This is an optimization exercise on Yosys and OpenROAD, whose aim is small area, not a production implementation.
Where RTL was checked, it was by simulation tests only, not by an equivalence proof against the original.
Power and IR drop assume default switching activity.

== xenon ==
## fb_vin_path
module fb_vin_path (
    input  logic         rstn_i,
    input  logic         vin_clk_i,
    input  logic         vin_hsync_i,
    input  logic         vin_vsync_i,
    input  logic         vin_de_i,
    input  logic         vin_ce_i,
    input  logic [7:0]   vin_r_i,
    input  logic [7:0]   vin_g_i,
    input  logic [7:0]   vin_b_i,
    input  logic [9:0]   vin_width_i,
    input  logic [8:0]   vin_height_i,
    output logic         pack_wr_o,
    output logic [127:0] pack_data_o,
    output logic [9:0]   vin_buf_start_pixel_o,
    output logic [9:0]   vin_buf_start_word_o,
    output logic [8:0]   vin_buf_line_o,
    output logic         vin_buf_data_ready_o,
    output logic         vin_buf_data_flush_o,
    output logic [9:0]   vin_line_length_o,
    output logic [1:0]   vin_frame_slot_o
);
Size: about 220 I/O pins.
clock: 8.0 ns
lec_check: 0
abc_area: 1
cap_margin: 20
core_margin: 2
core_utilization: 40
gpl_timing_driven: 0
slew_margin: 20
standard.sh (not shown) runs the stock make flow with config.mk's settings and CLKGATE_MAP_FILE= SYNTH_SCRIPT=/design/flow/synth_recipe.tcl, a recipe that flattens the netlist after the stock synthesis.
==> flow/flow/run.sh <==
#!/bin/bash
# The standard layout (standard.sh) with three changes:
#  - synthesis is synth_recipe.tcl unchanged except that ABC maps the logic
#    with flow/abc_area_map.script (area-oriented amap) instead of ORFS's
#    abc_area.script; registers are mapped before ABC, so they are the same;
#  - the port buffers use the smallest buffer cell;
#  - clock tree synthesis uses clkbuf_8 leaf buffers on clusters of up to
#    15 registers, without dummy loads.
# All of ORFS's output goes to standard.log in this folder.
set -o pipefail
HERE=$(pwd)
{
  head -n 1 synth_recipe.tcl
  cat <<'EOT'
proc abc {args} {
  set i [lsearch $args -script]
  if {$i >= 0} { set args [lreplace $args [expr {$i + 1}] [expr {$i + 1}] $::env(FLOW_ABC_SCRIPT)] }
  yosys abc {*}$args
}
EOT
  tail -n +2 synth_recipe.tcl
} > flow_synth.tcl
sed "s#SYNTH_SCRIPT=[^ ]*#SYNTH_SCRIPT=$HERE/flow_synth.tcl#" standard.sh > flow_standard.sh
export FLOW_ABC_SCRIPT="$HERE/flow/abc_area_map.script"
export BUFFER_PORTS_ARGS="-buffer_cell sky130_fd_sc_hd__buf_1"
export CTS_ARGS="-sink_clustering_enable -repair_clock_nets -dont_use_dummy_load -buf_list {sky130_fd_sc_hd__clkbuf_8} -sink_clustering_size 15 -sink_clustering_max_diameter 60"
bash flow_standard.sh > standard.log 2>&1
==> flow/flow/abc_area_map.script <==
strash
dc2
dch -f
amap -m
topo
xenon did not stop at any stage, and its layout met the timing, design-rule and antenna checks.
Edits applied to the flow inputs when going from xenon to pepper:
diff --git a/flow/config.mk b/flow/config.mk
--- a/flow/config.mk
+++ b/flow/config.mk
@@ -12 +11,0 @@
-export GPL_TIMING_DRIVEN = 0
--- outcome ---
Diff xenon -> pepper: detailed placer's ending HPWL decreased by 5.6% relative to the old numbers; power in the clock group lost about 3%. pepper against xenon: sequential share of layout area now sits higher, fraction of final layout cells sized beyond drive strength 1 now sits lower. Timing, DRC, antenna: 0 failures across pepper and xenon.

Setup of build 39:
fb_vin_path, a different RTL version from the one above (not shown whole).
For scale: about 610 cells after synthesis, roughly 230 flip-flops, about 220 I/O pins.
clock: 8.0 ns
lec_check: 0
abc_area: 1
cap_margin: 5
core_margin: 2
core_utilization: 40
slew_margin: 5
Scripts as last shown in full above: flow/flow/run.sh, flow/flow/abc_area_map.script
What build 79 does differently from build 39 at the input level:
Settings: CORE_UTILIZATION changed from 40 to 60; PLACE_DENSITY newly set to 0.75; CAP_MARGIN changed from 5 to 20; SLEW_MARGIN changed from 5 to 20.
## What came out
- The global routing usage on met3 number comes out lower for build 79 vs build 39.
- Chip width for build 79 is lower than for build 39.
- On net switching power figure, the lower figure sits with build 39, not build 79.
- Build 79 vs. build 39: total of hold buffers inserted after clock tree synthesis level, arrival time at the worst endpoint about even, worst setup slack increased 0.0099 ns.
- There was hardly any difference in post-synthesis area per instance between build 79 and build 39.
- Looking at post-layout instance count excluding filler cells, build 79 sits about 8% below build 39.
- Utilization build 39 -> build 79: up
- NOTE: die area in build 79 falls short of that of build 39
Modified inputs, build 57 compared to build 79
--- a/flow/flow/run.sh
+++ b/flow/flow/run.sh
@@ -5,6 +5,6 @@
 #    abc_area.script; registers are mapped before ABC, so they are the same;
 #  - the port buffers use the smallest buffer cell;
-#  - clock tree synthesis uses clkbuf_8 leaf buffers on clusters of up to
-#    15 registers, without dummy loads.
+#  - clock tree synthesis uses clkbuf_4 buffers on clusters of up to
+#    10 registers within 40 um, without dummy loads.
 # All of ORFS's output goes to standard.log in this folder.
 set -o pipefail
@@ -24,4 +24,4 @@
 export FLOW_ABC_SCRIPT="$HERE/flow/abc_area_map.script"
 export BUFFER_PORTS_ARGS="-buffer_cell sky130_fd_sc_hd__buf_1"
-export CTS_ARGS="-sink_clustering_enable -repair_clock_nets -dont_use_dummy_load -buf_list {sky130_fd_sc_hd__clkbuf_8} -sink_clustering_size 15 -sink_clustering_max_diameter 60"
+export CTS_ARGS="-sink_clustering_enable -repair_clock_nets -dont_use_dummy_load -buf_list {sky130_fd_sc_hd__clkbuf_4} -sink_clustering_size 10 -sink_clustering_max_diameter 40"
 bash flow_standard.sh > standard.log 2>&1
==> comparison <==
Compared with build 79, in build 57 met1 usage decreased by 0.76 points relative to the old numbers, max capacitance violation total saw little to no change, met3 layer wire length in the routed design up 11%. Time the final worst path needs with I/O delays and setup: build 57 vs build 79 up 0.12 ns. Higher fraction of standard cell area that is sequential was reported by build 57, not build 79. Build 57 vs. build 79: via total after detailed routing higher, layout-stage area growth over the synthesis result lower, total power lower, first-pass GRT wire length lower. Build 79 → build 57: relative contribution of the clock network to total power went down 1.6 points; final-layout non-clock buffer area share closely matched the old numbers.
Function was not checked in any run of this note: the RTL went through the layout flow alone.

port drivers added, routing unchanged:
Ports are ideal in the flow. The routed layouts listed here were re-timed in OpenROAD. Step 1 (the two cells are an assumption about what drives the block):
set clk [get_ports {vin_clk_i}]
set_driving_cell -lib_cell sky130_fd_sc_hd__clkbuf_16 $clk
set_driving_cell -lib_cell sky130_fd_sc_hd__buf_2 [delete_from_list [all_inputs] $clk]
Step 2 also shifts input and output timing later by t, the mid clock arrival at the registers, as if the neighbouring blocks saw the same clock. Slacks: ideal / step 1 / step 2; pairs: ideal / step 1.
run	shift t [ns]	setup WS [ns]	worst setup path after step 2	pins driven straight from the clock port
xenon	0.534	3.383 / 3.343 / 3.618	input to register	1
pepper	0.540	3.422 / 3.385 / 3.870	input to register	1
build 39	0.538	3.169 / 3.128 / 3.666	register to output	1
build 79	0.530	3.179 / 3.143 / 3.673	register to output	1
build 57	0.631	3.058 / 3.023 / 3.654	register to output	1
After both steps setup and hold are still met in every run listed.
